What follows belongs to an exercise in optimizing a design on an open flow for small area and a short achievable clock period; a production flow would make more cautious choices. The RTL was checked by simulation tests, not by an equivalence proof against the original design. Power is estimated from default activity; no workload was simulated.

==> flow/design.v, too long to show whole: its modules and the start of the top module <==
// module arb_fp: 15 lines
// module arb_rr: 34 lines
// module tree_plru: 51 lines
// module age_matrix: 34 lines
// module arb_matrix: 16 lines
// module real_mux_onehot: 33 lines
// module arb_vrp: 128 lines
// module arb_g_o22ai: 3 lines
// module arb_g_a22oi: 3 lines
// module arb_g_nor: 3 lines
// module arb_g_nand: 3 lines
// module arb_g_and: 3 lines
// module arb_ao3n: 7 lines
// module arb_ao2n: 7 lines
// module arb_nand_n: 6 lines
// module arb_mux_bit: 15 lines
// module arb_vrp_top: 912 lines
module arb_vrp_top (
    input               clk,
    input               rst_n,
    input   [31:0]      v_vld_s,
    output  [31:0]      v_rdy_s,
    input   [1023:0]    v_pld_s,
    output              vld_m,
    input               rdy_m,
    output  [31:0]      pld_m
);
  // ...
==> flow/flow/run.sh <==
#!/bin/bash
# Standard ORFS layout with two changes: ports are buffered with buf_1 instead
# of the delay buffer that buffer_ports picks by default, and CTS inserts no
# dummy loads. Make's output goes to flow_make.log; each ORFS step keeps its
# own log under orfs/logs/.
set -uo pipefail
bash standard.sh \
    "BUFFER_PORTS_ARGS=-buffer_cell sky130_fd_sc_hd__buf_1" \
    "CTS_ARGS=-sink_clustering_enable -repair_clock_nets -dont_use_dummy_load" \
    finish > flow_make.log 2>&1
==> flow/standard.sh <==
#!/bin/bash
# synth_recipe.tcl (not shown) runs the flow's synth.tcl, then flattens the netlist and writes it again
# the make line also repeats each setting of config.mk as NAME=value (left out here)
make -C /OpenROAD-flow-scripts/flow DESIGN_CONFIG=/design/flow/config.mk WORK_HOME=/design/flow/orfs CLKGATE_MAP_FILE= SYNTH_SCRIPT=/design/flow/synth_recipe.tcl "${@:-finish}"
==> flow/config.mk <==
export PLATFORM = sky130hd
export DESIGN_NAME = arb_vrp_top
export DESIGN_NICKNAME = arb_vrp_top
export VERILOG_FILES = /design/flow/design.v
export SDC_FILE = /design/flow/constraint.sdc
export NUM_CORES = 4
export LEC_CHECK = 0
export CAP_MARGIN = 40
export CORE_AREA = 5 5 395 395
export DIE_AREA = 0 0 400 400
export SETUP_SLACK_MARGIN = 2.0
export SLEW_MARGIN = 40
export SYNTH_HIERARCHICAL = 1
export SYNTH_MINIMUM_KEEP_SIZE = 0
==> flow/constraint.sdc <==
create_clock -name core_clock -period 7.0 [get_ports {clk}]
set_input_delay 1.4000 -clock core_clock [delete_from_list [all_inputs] [get_ports {clk}]]
set_output_delay 1.4000 -clock core_clock [all_outputs]
set_load 0.01 [all_outputs]
==> flow_metrics.py, run 1 <==
metrics = {
    "routing": {
        "firstDrtPassIters": 10,
        "wl_mm": 265,
        "viasPerCell": 5.78,
        "vias": 37325,
    },
    "logic_synthesis": {
        "ys_dominant_reg_cell": "dfxtp_1",
        "synthMuxAreaShare": 0,
        "yosys.area_share.simple": 0.192,
        "synthDistinctLibCells": 33,
        "synth_top_area_share": 0.360,
        "synth-edff-count": 0,
    },
    "timing": {
        "worst_slew_pin_slew_ns": 1.07,
        "drv_slew": 0,
    },
    "global_route": {
        "overflow": 0,
        "gr-usage-met1": 0.375,
        "antenna_found_initial": 132,
        "grtUsageMet2": 0.468,
    },
    "critical_path": {
        "critPathKind": "reg -> out",
        "crit_path_start_kind": "flip-flop",
        "worst-path-buf-inv": 3,
    },
    "worst_hold_path": {
        "hold_depth": 1,
        "hold_class": "reg -> reg",
    },
    "cells_and_area": {
        "regMostFlops": "age_q",
        "seq_cell_count": 530,
        "clkbuf_count": 60,
    },
    "power_and_ir_drop": {
        "maxPowerGroup": "registers",
        "p_clk_mw": 2.78,
        "clockPowerShare": 0.344,
        "sequentialPowerShare": 0.423,
        "powerComb_mw": 1.87,
    },
    "floorplanning": {
        "fp.coreArea_sq_um": 152000,
    },
    "outcome": {
        "status": "finished clean",
    },
    "placement": {
        "dp_hpwl_mm": 220,
    },
    "clocking": {
        "clkSinkCount": 530,
    },
}
==> inputs of run 2 (changes only) <==
--- a/flow/config.mk
+++ b/flow/config.mk
@@ -10,3 +10,3 @@
 export DIE_AREA = 0 0 400 400
-export SETUP_SLACK_MARGIN = 2.0
+export SETUP_SLACK_MARGIN = 2.6
 export SLEW_MARGIN = 40
==> run 2 against run 1 <==
Effect of this change: fmax up 13%; routed wire length grew 5.4%; critical path type is now in -> out; die area did not move; power grew 3.7%; final area grew 7.1%; non-clock buffer count increased by 146; register-to-register slack improved by 0.29 ns; hold slack worse by 0.0036 ns; still clean; core utilization increased by 1.8 points; worst setup slack better by 0.57 ns; highest routed layer unchanged; first-iteration DRC count is 12% higher.
==> flow_metrics.py, run 2 <==
metrics = {
    "routing": {
        "viasPerCell": 5.93,
        "ant_nets": 0,
        "firstDrtPassIters": 10,
        "drtIter0Drc": 7875,
        "vias": 39171,
        "drc": 0,
        "wire_per_inst_microns": 42.3,
        "wl_mm": 279,
    },
    "logic_synthesis": {
        "synth_seq_area_share": 0.391,
        "yosys.cell_count.top_type": "nand2_1",
        "netlist_area_sq_um": 27600,
        "synthDistinctLibCells": 33,
        "synth-edff-count": 0,
        "ys_dominant_reg_cell": "dfxtp_1",
        "async_flop_share": 0.0642,
        "syn_nets": 4127,
        "synth_top_area_cell": "dfxtp_1",
        "ys_seq_elements": 530,
        "ys_top_cells_by_count": "535 x nand2_1, 496 x dfxtp_1, 480 x o21ai_0",
        "synthCells": 3068,
        "synth_top_area_share": 0.360,
        "avgSynthCellArea_sq_um": 8.99,
        "synthTopCellsByArea": "dfxtp_1 36%, a22oi_2 12%, a222oi_1 12%",
        "ys_warn_count": 7,
    },
    "cells_and_area": {
        "fillers": 16595,
        "final_cell_mix": "1061 x buf_1, 510 x nand2_1, 496 x dfxtp_1",
        "postLayoutCoreUtil": 0.267,
        "final_cells": 6609,
        "drive_above_1_share": 0.231,
        "final_nets": 5561,
        "biggestRegsByFlops": "age_q (496), pld_m_r (32)",
        "regMostFlops": "age_q",
        "largest_register_ffs": 496,
        "layout_commonest_cell": "buf_1",
        "area_growth_pct": 46.6,
    },
    "timing": {
        "fin_crit_sh": 0.644,
        "clock-skew-final_ns": 0.116,
        "max_freq_ghz": 0.222,
        "setup_tns_ns": 0,
        "fin_ws_ns": 2.49,
        "finalHoldViolCount": 0,
        "min_period_ns": 4.51,
        "worst_slew_pin_slew_ns": 1.04,
        "grt_setup_unrepaired": "true",
        "maxSlewHeadroom": 0.307,
        "drv_slew": 0,
        "setup_viol": 0,
    },
    "placement": {
        "post-place-ws_ns": 1.39,
        "dp_cells": 6318,
        "dp_hpwl_mm": 227,
        "place.gp.congestion": 1.07,
        "port_buffers": 1123,
    },
    "global_route": {
        "grt_pass1_vias": 34996,
        "grt_start_max_net_pins": 78,
        "grt_usage": 0.326,
        "overflow": 0,
        "grt_pass1_wl_mm": 347,
        "antenna_found_initial": 133,
    },
    "outcome": {
        "status": "finished clean",
    },
    "job": {
        "max_cap_violations": 0,
    },
    "power_and_ir_drop": {
        "powerDensity_nw_per_um2": 207,
        "leakagePower_nw": 14.0,
        "ir_worst_vdd_v": 0.000199,
    },
    "worst_hold_path": {
        "hold_depth": 1,
        "hold_class": "reg -> reg",
    },
    "critical_path": {
        "critPathCaptureType": "output pin",
        "crit_path_start_kind": "input port",
        "crit_required_ns": 5.60,
        "path_max_fanout": 5,
        "arrival_ns": 3.11,
        "r2r_cells": 14,
        "critPathKind": "in -> out",
    },
    "clocking": {
        "postCtsHoldBufs": 0,
        "cts_root_buffer": "clkbuf_16",
        "cts_tree": "built",
        "clk_pin_slew_ns": 0.05,
        "clock_path_buffers": 3,
        "cts_buffers": 61,
        "clkSinkCount": 530,
        "clk_latency_ns": 0.74,
        "htreeDepth": 2,
    },
    "floorplanning": {
        "die_h_microns": 400,
        "ioPinCount": 1124,
        "die_area_sq_um": 160000,
        "core.rowCount": 143,
        "fp.coreArea_sq_um": 152000,
        "start_util": 0.182,
        "die_width_microns": 400,
    },
}
run 2: metal layers:
| metal | global-route usage | wire (microns) | up-vias |
|---|---|---|---|
| li1 | - | - | 15523 |
| met1 | 0.410 | 108000 | 19598 |
| met2 | 0.495 | 120000 | 3422 |
| met3 | 0.129 | 36300 | 562 |
| met4 | 0.130 | 14600 | 66 |
| met5 | 0.0403 | 980 | - |
run 2: report_power, final:
group | switching, mW | internal (mW)
Clock | 1.31 | 1.51
Combinational | 1.40 | 0.744
Sequential | 0.116 | 3.29
run 2: stage by stage:
step           hold slack (ns)  instance area (sq um)  power [mW]
3_5_place_dp             0.496                  35800        5.29
5_1_grt                  0.547                  40300        8.57
2_1_floorplan            0.477                  27600        4.17
6_report                 0.507                  40400        8.37
4_1_cts                  0.509                  39600        8.27
3_3_place_gp             0.490                  35200        5.29
run 2: layout make-up:
class	instances	area, sq um	share of cell area
timing repair buffer	1510	8220	0.203
sequential	530	10800	0.267
tap	2030	2540	0.0628
timing repair inverter	7	48.8	0.00121
antenna	79	198	0.00489
clock buffer	61	1530	0.0378
inverter	39	264	0.00653
multi-input combinational	2353	16900	0.417
run 2: cells by family (layout without fill, tap and decap cells):
group                  after synthesis  after routing  share of synthesized area
and+or+nand+nor                   1024           1024                      0.192
other                                1             80                   0.000136
buffers and inverters              185           1617                     0.0335
DFF                                530            530                      0.391
AOI/OAI and AO/OA                 1328           1328                      0.384
run 2: timing repair:
| action | in CTS | in global routing |
|---|---|---|
| gates cloned | 14 | 2 |
| gates resized for setup | 298 | 90 |
| buffers inserted | 99 | 29 |
| pin swaps | 61 | 56 |
| endpoints found under the setup margin | 149 | 31 |
run 2: worst max-delay path, cell delays in order:
cell        delay [ns]
buf_6             0.10
buf_12            0.13
clkinvlp_4        0.13
buf_6             0.12
buf_4             0.09
o22ai_1           0.13
nor4_4            0.40
nand3_2           0.20
nor2_4            0.26
buf_6             0.14
run 2: final timing paths:
| kind | startpoint | to | slack [ns] |
|---|---|---|---|
| min | age_q[0] | age_q[0] | 0.51 |
| max | v_vld_s[20] | v_rdy_s[1] | 2.49 |
| max reg2reg | run_q | pld_m_r[8] | 2.64 |
| min in group asynchronous | rst_n | pld_m_r[5] | 0.88 |
| max in group asynchronous | rst_n | run_q | 5.44 |
| min reg2reg | age_q[0] | age_q[0] | 0.51 |
run 2: Yosys stat by module (local to each module, per instance), a selection:
module / flip-flops and latches / times used / cell area (sq um) / cells
arb_vrp_top: 530 / 1 / 16500 / 1772
arb_ao2n: 0 / 32 / 12.5 / 1
arb_g_a22oi: 0 / 240 / 12.5 / 1
arb_ao3n: 0 / 320 / 10.0 / 1
arb_g_o22ai: 0 / 240 / 6.26 / 1

port drivers added, routing unchanged:
Ports are ideal in the flow. The routed layouts listed here were re-timed in OpenROAD.
Step 1 (the two cells are an assumption about what drives the block):
set clk [get_ports {clk}]
set_driving_cell -lib_cell sky130_fd_sc_hd__clkbuf_16 $clk
set_driving_cell -lib_cell sky130_fd_sc_hd__buf_2 [delete_from_list [all_inputs] $clk]
Step 2, shift: input delay + t, output delay - t, t = (earliest + latest rising clock arrival at the registers) / 2. This alone moves slack from input paths to output paths.
a / b / c = no drivers / after step 1 / after step 2; a / b = the first two.
run	shift t [ns]	slack for setup (ns)	worst setup path at the end	worst data-port slew with drivers (ns)
run 1	0.736	1.920 / 1.842 / 1.202	input to register	0.44
run 2	0.759	2.490 / 2.453 / 1.854	input to register	0.42
After both steps every run listed still meets setup and hold. For run 1, which loses most, drivers alone change the setup slack by -0.078 ns; drivers and shift together by -0.718 ns.
